Source: an optimization exercise on an open RTL-to-GDS flow (aim: small area). Production flows keep margins and buffers that such runs may drop.
Only simulation tests tie the RTL to the original design; equivalence was not proved.
The clock port is modelled as an ideal driver; clocking choices that lean on that would not hold on a real chip.

==> inputs of run H <==
// tensor_interface
module tensor_interface(
    input               clock,
    input               reset_n,
    input [106:0]       config_in_tdata,
    input               config_in_tvalid,
    output              config_in_tready,
    output [15:0]       ar_addr,
    output reg          ar_valid,
    input               ar_ready,
    input [31:0]        r_data,
    input               r_last,
    input               r_valid,
    output              r_ready,
    output [15:0]       aw_addr,
    output reg          aw_valid,
    input               aw_ready,
    output [31:0]       w_data,
    output              w_last,
    output reg          w_valid,
    input               w_ready,
    input               b_resp,
    input               b_valid,
    output              b_ready,
    output reg [31:0]   out_data,
    output reg          out_last,
    output reg          out_valid,
    input               out_ready
);
localparam [2:0] S_IDLE = 3'd0,
                 S_AR   = 3'd1,
                 S_R1   = 3'd2,    
                 S_R    = 3'd3,
                 S_AW   = 3'd4,
                 S_W1   = 3'd5,    
                 S_W    = 3'd6,
                 S_B    = 3'd7;
reg [2:0]  state, next_state;
reg        flag;          
reg [15:0] wr_left;       
reg [10:0] wr_base;
reg [15:0] addr;          
wire [1:0]  mode = config_in_tdata[106:105];
wire [2:0]  esz  = config_in_tdata[104:102];
wire [39:0] dim  = config_in_tdata[39:0];
wire idle = state == S_IDLE;
wire in_r = state == S_R1 || state == S_R;
wire in_w = state == S_W1 || state == S_W;
wire        sub_d = idle && esz == 3'd7;
wire        a_4d  = idle && (esz == 3'd2 || esz == 3'd5 || esz == 3'd6);
wire        a_8d  = idle && (esz == 3'd3 || esz == 3'd4 || esz == 3'd7);
wire        b_1d  = idle && esz == 3'd5;
wire        b_2d  = idle && (esz == 3'd1 || esz == 3'd6);
wire [18:0] mul_a = ({19{a_4d}} & {dim[16:0], 2'b0}) | ({19{a_8d}} & {dim[15:0], 3'b0}) |
                    ({19{in_w}} & {wr_left, 3'b0});
  ...
==> module tensor_interface, before the edit <==
module tensor_interface(
    input               clock,
    input               reset_n,
    input [106:0]       config_in_tdata,
    input               config_in_tvalid,
    output              config_in_tready,
    output [15:0]       ar_addr,
    output reg          ar_valid,
    input               ar_ready,
    input [31:0]        r_data,
    input               r_last,
    input               r_valid,
    output              r_ready,
    output [15:0]       aw_addr,
    output reg          aw_valid,
    input               aw_ready,
    output [31:0]       w_data,
    output              w_last,
    output reg          w_valid,
    input               w_ready,
    input               b_resp,
    input               b_valid,
    output              b_ready,
    output reg [31:0]   out_data,
    output reg          out_last,
    output reg          out_valid,
    input               out_ready
);
localparam [2:0] S_IDLE = 3'd0,
                 S_AR   = 3'd1,
                 S_R1   = 3'd2,    
                 S_R    = 3'd3,
                 S_AW   = 3'd4,
                 S_W1   = 3'd5,    
                 S_W    = 3'd6,
                 S_B    = 3'd7;
reg [2:0]  state, next_state;
reg        flag;          
reg [15:0] wr_left;       
reg [10:0] wr_base;
reg [15:0] addr;          
wire [1:0]  mode = config_in_tdata[106:105];
wire [2:0]  esz  = config_in_tdata[104:102];
wire [39:0] dim  = config_in_tdata[39:0];
wire idle = state == S_IDLE;
wire in_r = state == S_R1 || state == S_R;
wire in_w = state == S_W1 || state == S_W;
wire        sub_d = idle && esz == 3'd7;
wire        a_4d  = idle && (esz == 3'd2 || esz == 3'd5 || esz == 3'd6);
wire        a_8d  = idle && (esz == 3'd3 || esz == 3'd4 || esz == 3'd7);
wire        b_1d  = idle && esz == 3'd5;
wire        b_2d  = idle && (esz == 3'd1 || esz == 3'd6);
wire [18:0] mul_a = ({19{a_4d}} & {dim[16:0], 2'b0}) | ({19{a_8d}} & {dim[15:0], 3'b0}) |
                    ({19{in_w}} & {wr_left, 3'b0});
wire [18:0] mul_b = ({19{b_1d}} & dim[18:0]) | ({19{b_2d}} & {dim[17:0], 1'b0}) |
                    ({19{sub_d}} & ~dim[18:0]) | {{16{in_w}}, 3'b0};
function automatic blk_start(input integer i);
    blk_start = i == 0 || i == 8 || i == 12 || i == 16;
endfunction
genvar gi;
wire [18:0] mul;
wire [18:0] rs, is;        
wire [19:0] rc, ic;        
wire [19:0] bc;            
generate for (gi = 0; gi < 19; gi = gi + 1) begin : g_mul
    wire r_in = gi == 0 ? sub_d : blk_start(gi) ? 1'b0 : rc[gi];
    wire i_in = blk_start(gi) ? 1'b1 : ic[gi];
    assign rs[gi]   = mul_a[gi] ^ mul_b[gi] ^ r_in;
    assign rc[gi+1] = (mul_a[gi] & mul_b[gi]) | (r_in & (mul_a[gi] ^ mul_b[gi]));
    assign is[gi]   = rs[gi] ^ i_in;
    assign ic[gi+1] = rs[gi] & i_in;
    if (gi == 0)
        assign bc[gi] = 1'b0;
    else if (blk_start(gi))
        assign bc[gi] = rc[gi] | (bc[gi-1] & ic[gi]);
    else
        assign bc[gi] = bc[gi-1];
    assign mul[gi] = bc[gi] ? is[gi] : rs[gi];
end endgenerate
wire [15:0] addr_inc;
wire [16:0] addr_c;
assign addr_c[0] = 1'b1;
generate for (gi = 0; gi < 16; gi = gi + 1) begin : g_inc
    assign addr_inc[gi] = addr[gi] ^ addr_c[gi];
    assign addr_c[gi+1] = addr[gi] & addr_c[gi];
end endgenerate
always @(*) begin
    case (state)
        S_IDLE: next_state = !config_in_tvalid ? S_IDLE :
                             mode == 2'd1 ? S_AW :
                             mode[1] ? S_AR : S_IDLE;
        S_AR:   next_state = ar_ready ? S_R1 : S_AR;
        S_R1,
        S_R:    next_state = (r_valid && r_last) ? (flag ? S_AW : S_IDLE) : S_R;
        S_AW:   next_state = aw_ready ? S_W1 : S_AW;
        S_W1,
        S_W:    next_state = (w_ready && flag && wr_left == 16'd1) ? S_B : S_W;
        default: next_state = (b_valid && b_resp) ? S_IDLE : S_B;
    endcase
end
always @(posedge clock) begin
    if (!reset_n) state <= S_IDLE;
    else          state <= next_state;
end
always @(posedge clock) begin
    if (state == S_IDLE) begin
        flag       <= mode[0];
        wr_base    <= config_in_tdata[50:40];
    end
    if (state == S_AW) flag <= |wr_left;
    if (idle || in_w) wr_left <= mul[18:3];
    case (state)
        S_IDLE:     addr <= {5'd0, config_in_tdata[101:91]};
        S_AW:       addr <= {5'd0, wr_base};
        S_R, S_W:   addr <= addr_inc;
        default:    ;
    endcase
    ar_valid <= (state == S_AR && ar_ready) || (in_r && r_valid);
    aw_valid <= (state == S_AW && aw_ready) || (in_w && w_ready);
    if (in_r) begin
        out_data  <= r_data;
        out_valid <= r_valid;
        out_last  <= r_last;
    end
    if (in_w && w_ready) w_valid <= 1'b1;
    if (!reset_n) begin
        out_valid <= 1'b0;
        w_valid   <= 1'b0;
    end
end
assign ar_addr          = addr;
assign aw_addr          = addr;
assign w_data           = 32'd0;
assign w_last           = 1'b0;
assign b_ready          = state == S_B;
assign r_ready          = out_ready && in_r;
assign config_in_tready = state == S_IDLE;
endmodule
clock: 6.0 ns
lec_check: 0
cap_margin: 50
core_margin: 2
core_utilization: 40
slew_margin: 50
standard.sh (not shown) runs the stock make flow with config.mk's settings and CLKGATE_MAP_FILE= SYNTH_SCRIPT=/design/flow/synth_recipe.tcl, a recipe that flattens the netlist after the stock synthesis.
==> flow/flow/run.sh <==
#!/bin/bash
# The standard ORFS layout (standard.sh, the standard flow's own synthesis and steps),
# with two changes to the cells the flow picks:
#  - the port buffers are sky130_fd_sc_hd__buf_1 (buffer_ports -buffer_cell)
#    instead of the delay-cell buffer buffer_ports picks by itself;
#  - clock tree synthesis builds from clkbuf_8 and adds no dummy loads.
# Every step's full output goes to standard.log here; ORFS also keeps its
# per-step logs under orfs/logs.
set -euo pipefail
export BUFFER_PORTS_ARGS="-buffer_cell sky130_fd_sc_hd__buf_1"
export CTS_ARGS="-sink_clustering_enable -repair_clock_nets -dont_use_dummy_load -buf_list sky130_fd_sc_hd__clkbuf_8"
bash standard.sh > standard.log 2>&1
==> run F (differences from run H) <==
==> flow/flow/run.sh (replaced) <==
#!/bin/bash
# The standard ORFS layout (standard.sh, the standard flow's own synthesis and steps),
# with changes to the cells the flow picks:
#  - the port buffers are sky130_fd_sc_hd__buf_1 (buffer_ports -buffer_cell)
#    instead of the delay-cell buffer buffer_ports picks by itself;
#  - clock tree synthesis builds from clkbuf_4 and adds no dummy loads;
#    after it, fix_clk.tcl makes the leaf clock buffers with many sinks
#    clkbuf_8 so that the flip-flop clock pins keep a low slew.
# Each run's full output goes to a log here (cts.log, fix_clk.log,
# finish.log); ORFS also keeps its per-step logs under orfs/logs.
set -euo pipefail
export BUFFER_PORTS_ARGS="-buffer_cell sky130_fd_sc_hd__buf_1"
export CTS_ARGS="-sink_clustering_enable -repair_clock_nets -dont_use_dummy_load -buf_list sky130_fd_sc_hd__clkbuf_4"
bash standard.sh cts > cts.log 2>&1
RESULTS=orfs/results/sky130hd/tensor_interface/base \
  openroad -no_init -exit flow/fix_clk.tcl > fix_clk.log 2>&1
bash standard.sh > finish.log 2>&1
==> flow/flow/fix_clk.tcl (new file) <==
# After clock tree synthesis:
#  1. make every clkbuf_4 that drives 11 or more clock sinks a clkbuf_8, so
#     that the flip-flop clock pins keep a low slew;
#  2. try each buf_4 that placement's repair inserted as a buf_2 or buf_1,
#     and keep the smaller cell only when timing still has margin and there
#     is no slew or capacitance violation;
# then legalize the placement again.
set results $::env(RESULTS)
set platform $::env(FLOW_HOME)/platforms/sky130hd
read_liberty $platform/lib/sky130_fd_sc_hd__tt_025C_1v80.lib
read_db $results/4_cts.odb
read_sdc $results/4_cts.sdc
source $platform/setRC.tcl
set_propagated_clock [all_clocks]
set db [ord::get_db]
set block [ord::get_db_block]

foreach inst [$block getInsts] {
  if {[[$inst getMaster] getName] ne "sky130_fd_sc_hd__clkbuf_4"} { continue }
  set net [[$inst findITerm X] getNet]
  set n [expr {[llength [$net getITerms]] - 1}]
  if {$n >= 11} {
    puts "upsize [$inst getName] ($n sinks)"
    replace_cell [get_cells [$inst getName]] sky130_fd_sc_hd__clkbuf_8
  }
}

estimate_parasitics -placement
proc ok {} {
  return [expr {[sta::max_slew_violation_count] == 0
                && [sta::max_capacitance_violation_count] == 0
                && [sta::worst_slack_cmd max] > 0.4}]
}
puts "before: slack [sta::worst_slack_cmd max] ok [ok]"
foreach inst [$block getInsts] {
  if {[[$inst getMaster] getName] ne "sky130_fd_sc_hd__buf_4"} { continue }
  set name [$inst getName]
  foreach small {sky130_fd_sc_hd__buf_1 sky130_fd_sc_hd__buf_2} {
    replace_cell [get_cells $name] $small
    estimate_parasitics -placement
    if {[ok]} {
      puts "downsize $name to $small"
      break
    }
    replace_cell [get_cells $name] sky130_fd_sc_hd__buf_4
    estimate_parasitics -placement
  }
}
puts "after: slack [sta::worst_slack_cmd max] ok [ok]"
detailed_placement
check_placement -verbose
write_db $results/4_cts.odb
CAP_MARGIN = 20   (was 50)
SLEW_MARGIN = 20   (was 50)
==> run Z (differences from run H) <==
==> flow/flow/run.sh (replaced) <==
#!/bin/bash
# The standard ORFS layout (standard.sh, the standard flow's own synthesis and steps),
# with changes to the cells the flow picks:
#  - the port buffers are sky130_fd_sc_hd__buf_1 (buffer_ports -buffer_cell)
#    instead of the delay-cell buffer buffer_ports picks by itself;
#  - clock tree synthesis builds from clkbuf_4 and adds no dummy loads;
#    after it, fix_clk.tcl makes the leaf clock buffers with many sinks
#    clkbuf_8 so that the flip-flop clock pins keep a low slew.
# Each run's full output goes to a log here (cts.log, fix_clk.log,
# finish.log); ORFS also keeps its per-step logs under orfs/logs.
set -euo pipefail
export BUFFER_PORTS_ARGS="-buffer_cell sky130_fd_sc_hd__buf_1"
export CTS_ARGS="-sink_clustering_enable -repair_clock_nets -dont_use_dummy_load -buf_list sky130_fd_sc_hd__clkbuf_4"
bash standard.sh cts > cts.log 2>&1
RESULTS=orfs/results/sky130hd/tensor_interface/base \
  openroad -no_init -exit flow/fix_clk.tcl > fix_clk.log 2>&1
bash standard.sh > finish.log 2>&1
==> flow/flow/fix_clk.tcl (new file) <==
# After clock tree synthesis:
#  1. make every clkbuf_4 that drives 11 or more clock sinks a clkbuf_8, so
#     that the flip-flop clock pins keep a low slew;
#  2. try each buf_4 that placement's repair inserted as a buf_2 or buf_1,
#     and keep the smaller cell only when timing still has margin and there
#     is no slew or capacitance violation;
# then legalize the placement again.
set results $::env(RESULTS)
set platform $::env(FLOW_HOME)/platforms/sky130hd
read_liberty $platform/lib/sky130_fd_sc_hd__tt_025C_1v80.lib
read_db $results/4_cts.odb
read_sdc $results/4_cts.sdc
source $platform/setRC.tcl
set_propagated_clock [all_clocks]
set db [ord::get_db]
set block [ord::get_db_block]

foreach inst [$block getInsts] {
  if {[[$inst getMaster] getName] ne "sky130_fd_sc_hd__clkbuf_4"} { continue }
  set net [[$inst findITerm X] getNet]
  set n [expr {[llength [$net getITerms]] - 1}]
  if {$n >= 11} {
    puts "upsize [$inst getName] ($n sinks)"
    replace_cell [get_cells [$inst getName]] sky130_fd_sc_hd__clkbuf_8
  }
}

estimate_parasitics -placement
proc ok {} {
  return [expr {[sta::max_slew_violation_count] == 0
                && [sta::max_capacitance_violation_count] == 0
                && [sta::worst_slack_cmd max] > 0.4e-9}]
}
puts "before: slack [sta::worst_slack_cmd max] slew [sta::max_slew_violation_count] cap [sta::max_capacitance_violation_count] ok [ok]"
foreach inst [$block getInsts] {
  if {[[$inst getMaster] getName] ne "sky130_fd_sc_hd__buf_4"} { continue }
  set name [$inst getName]
  foreach small {sky130_fd_sc_hd__buf_1 sky130_fd_sc_hd__buf_2} {
    replace_cell [get_cells $name] $small
    estimate_parasitics -placement
    if {[ok]} {
      puts "downsize $name to $small"
      break
    }
    replace_cell [get_cells $name] sky130_fd_sc_hd__buf_4
    estimate_parasitics -placement
  }
}
puts "after: slack [sta::worst_slack_cmd max] ok [ok]"
detailed_placement
check_placement -verbose
write_db $results/4_cts.odb
CAP_MARGIN = 20   (was 50)
SLEW_MARGIN = 20   (was 50)
==> run K (differences from run H) <==
--- a/flow/design.v
+++ b/flow/design.v
@@ -35,7 +35,8 @@
                  S_W    = 3'd6,
                  S_B    = 3'd7;
 reg [2:0]  state, next_state;
-reg        flag;          
+reg        rd_then_wr;    
+reg        wr_nz;         
 reg [15:0] wr_left;       
 reg [10:0] wr_base;
 reg [15:0] addr;          
@@ -45,7 +46,7 @@
 wire idle = state == S_IDLE;
 wire in_r = state == S_R1 || state == S_R;
 wire in_w = state == S_W1 || state == S_W;
-wire        sub_d = idle && esz == 3'd7;
+wire        e7    = idle && esz == 3'd7;
 wire        a_4d  = idle && (esz == 3'd2 || esz == 3'd5 || esz == 3'd6);
 wire        a_8d  = idle && (esz == 3'd3 || esz == 3'd4 || esz == 3'd7);
 wire        b_1d  = idle && esz == 3'd5;
@@ -53,30 +54,18 @@
 wire [18:0] mul_a = ({19{a_4d}} & {dim[16:0], 2'b0}) | ({19{a_8d}} & {dim[15:0], 3'b0}) |
                     ({19{in_w}} & {wr_left, 3'b0});
 wire [18:0] mul_b = ({19{b_1d}} & dim[18:0]) | ({19{b_2d}} & {dim[17:0], 1'b0}) |
-                    ({19{sub_d}} & ~dim[18:0]) | {{16{in_w}}, 3'b0};
-function automatic blk_start(input integer i);
-    blk_start = i == 0 || i == 8 || i == 12 || i == 16;
-endfunction
+                    ({19{e7}} & ~dim[18:0]) | {{16{in_w}}, 3'b0};
+wire [18:0] mul;
+wire [19:0] cc;
+assign cc[0] = e7;
+assign {cc[7], mul[6:0]} = mul_a[6:0] + mul_b[6:0] + cc[0];
+wire [6:0] s0_1 = mul_a[12:7] + mul_b[12:7];
+wire [6:0] s1_1 = mul_a[12:7] + mul_b[12:7] + 1'b1;
+assign {cc[13], mul[12:7]} = cc[7] ? s1_1 : s0_1;
+wire [6:0] s0_2 = mul_a[18:13] + mul_b[18:13];
+wire [6:0] s1_2 = mul_a[18:13] + mul_b[18:13] + 1'b1;
+assign {cc[19], mul[18:13]} = cc[13] ? s1_2 : s0_2;
 genvar gi;
-wire [18:0] mul;
-wire [18:0] rs, is;        
-wire [19:0] rc, ic;        
-wire [19:0] bc;            
-generate for (gi = 0; gi < 19; gi = gi + 1) begin : g_mul
-    wire r_in = gi == 0 ? sub_d : blk_start(gi) ? 1'b0 : rc[gi];
-    wire i_in = blk_start(gi) ? 1'b1 : ic[gi];
-    assign rs[gi]   = mul_a[gi] ^ mul_b[gi] ^ r_in;
-    assign rc[gi+1] = (mul_a[gi] & mul_b[gi]) | (r_in & (mul_a[gi] ^ mul_b[gi]));
-    assign is[gi]   = rs[gi] ^ i_in;
-    assign ic[gi+1] = rs[gi] & i_in;
-    if (gi == 0)
-        assign bc[gi] = 1'b0;
-    else if (blk_start(gi))
-        assign bc[gi] = rc[gi] | (bc[gi-1] & ic[gi]);
-    else
-        assign bc[gi] = bc[gi-1];
-    assign mul[gi] = bc[gi] ? is[gi] : rs[gi];
-end endgenerate
 wire [15:0] addr_inc;
 wire [16:0] addr_c;
 assign addr_c[0] = 1'b1;
@@ -91,10 +80,10 @@
                              mode[1] ? S_AR : S_IDLE;
         S_AR:   next_state = ar_ready ? S_R1 : S_AR;
         S_R1,
-        S_R:    next_state = (r_valid && r_last) ? (flag ? S_AW : S_IDLE) : S_R;
+        S_R:    next_state = (r_valid && r_last) ? (rd_then_wr ? S_AW : S_IDLE) : S_R;
         S_AW:   next_state = aw_ready ? S_W1 : S_AW;
         S_W1,
-        S_W:    next_state = (w_ready && flag && wr_left == 16'd1) ? S_B : S_W;
+        S_W:    next_state = (w_ready && wr_nz && wr_left == 16'd1) ? S_B : S_W;
         default: next_state = (b_valid && b_resp) ? S_IDLE : S_B;
     endcase
 end
@@ -104,10 +93,10 @@
 end
 always @(posedge clock) begin
     if (state == S_IDLE) begin
-        flag       <= mode[0];
+        rd_then_wr <= mode[0];
         wr_base    <= config_in_tdata[50:40];
     end
-    if (state == S_AW) flag <= |wr_left;
+    if (state == S_AW) wr_nz <= |wr_left;
     if (idle || in_w) wr_left <= mul[18:3];
     case (state)
         S_IDLE:     addr <= {5'd0, config_in_tdata[101:91]};
==> flow/run.sh (new file) <==
#!/bin/bash
# synth_recipe.tcl (not shown) runs the flow's synth.tcl, then flattens the netlist and writes it again
# the make line also repeats each setting of config.mk as NAME=value (left out here)
make -C /OpenROAD-flow-scripts/flow DESIGN_CONFIG=/design/flow/config.mk WORK_HOME=/design/flow/orfs CLKGATE_MAP_FILE= SYNTH_SCRIPT=/design/flow/synth_recipe.tcl finish
CAP_MARGIN = 20   (was 50)
CTS_BUF_LIST = sky130_fd_sc_hd__clkbuf_8   (was unset)
SLEW_MARGIN = 20   (was 50)
removed: flow/flow/run.sh
removed: flow/standard.sh
==> impl_metrics.csv <==
group,metric,value,unit
outcome,outcome,"timing/DRC/antenna clean",
setup_path,path_max_fanout,17,
setup_path,worstPathRequired,6.11,ns
clocking,cts-root-buf,"clkbuf_8",
cells_and_area,design_area,6810,µm²
setup_path,reg2reg_depth,12,
logic_synthesis,synth_compound_gate_area_share,0.137,
power_and_ir_drop,p_comb_frac,0.294,
clocking,cts.sinks,85,
placement,hpwl,9850,µm
power_and_ir_drop,seqPwrFrac,0.484,
sta,clock_skew,0.00926,ns
cells_and_area,final_cell_count_no_fill,775,
logic_synthesis,synth.distinct_cells,54,
setup_path,crit_start,"config_in_tdata[102]",
[end of results for run K]
==> impl_metrics.csv <==
group,metric,value,unit
power_and_ir_drop,seqPwrFrac,0.552,
cells_and_area,final_cell_count_no_fill,689,
logic_synthesis,synth_compound_gate_area_share,0.117,
clocking,cts.sinks,84,
logic_synthesis,synth.distinct_cells,49,
clocking,cts-root-buf,"clkbuf_8",
setup_path,worstPathRequired,6.08,ns
placement,hpwl,7970,µm
outcome,outcome,"timing/DRC/antenna clean",
setup_path,reg2reg_depth,19,
cells_and_area,design_area,5430,µm²
[end of results for run H]
==> impl_metrics.csv <==
group,metric,value,unit
outcome,outcome,"timing/DRC/antenna clean",
cells_and_area,final_cell_count_no_fill,688,
clocking,cts-root-buf,"clkbuf_4",
setup_path,reg2reg_depth,19,
logic_synthesis,synth_compound_gate_area_share,0.117,
power_and_ir_drop,p_comb_frac,0.234,
setup_path,crit_start,"state[0]",
setup_path,path_max_fanout,17,
logic_synthesis,synth.distinct_cells,49,
sta,clock_skew,0.0343,ns
[end of results for run Z]
==> impl_metrics.csv <==
group,metric,value,unit
power_and_ir_drop,power_leader,"registers",
logic_synthesis,synth_compound_gate_area_share,0.117,
sta,clock_skew,0.0359,ns
cells_and_area,design_area,5350,µm²
floorplanning,core_area,11500,µm²
placement,hpwl,7870,µm
route,dr.pass1.iters,4,
setup_path,reg2reg_depth,19,
clocking,cts-root-buf,"clkbuf_4",
setup_path,crit_start,"config_in_tdata[102]",
outcome,outcome,"timing/DRC/antenna clean",
setup_path,worstPathRequired,6.17,ns
power_and_ir_drop,seqPwrFrac,0.573,
power_and_ir_drop,p_comb_frac,0.237,
[end of results for run F]

afterwards: timing with drivers on the ports:
Ports are ideal in the flow. The routed layouts listed here were re-timed in OpenROAD. Step 1 assumes that a clkbuf_16 drives the clock port and a buf_2 every other input. Step 2 moves the port delays by t, midway between the first and last clock arrival at a register: inputs arrive t later, outputs are due t later. That takes back most of the time a late clock gives input paths. a / b / c = ideal / step 1 / step 2; a / b = the first two.
run | t, ns | setup WS [ns] | worst data-port slew with drivers (ns)
run H | 0.369 | 0.714 / 0.704 / 0.335 | 0.05
run F | 0.443 | 0.822 / 0.809 / 0.366 | 0.06
run Z | 0.441 | 0.459 / 0.459 / 0.112 | 0.06
run K | 0.398 | 1.150 / 1.138 / 0.741 | 0.07
After both steps every run listed still meets setup and hold. For run F, which loses most, drivers alone change the setup slack by -0.013 ns; drivers and shift together by -0.456 ns.
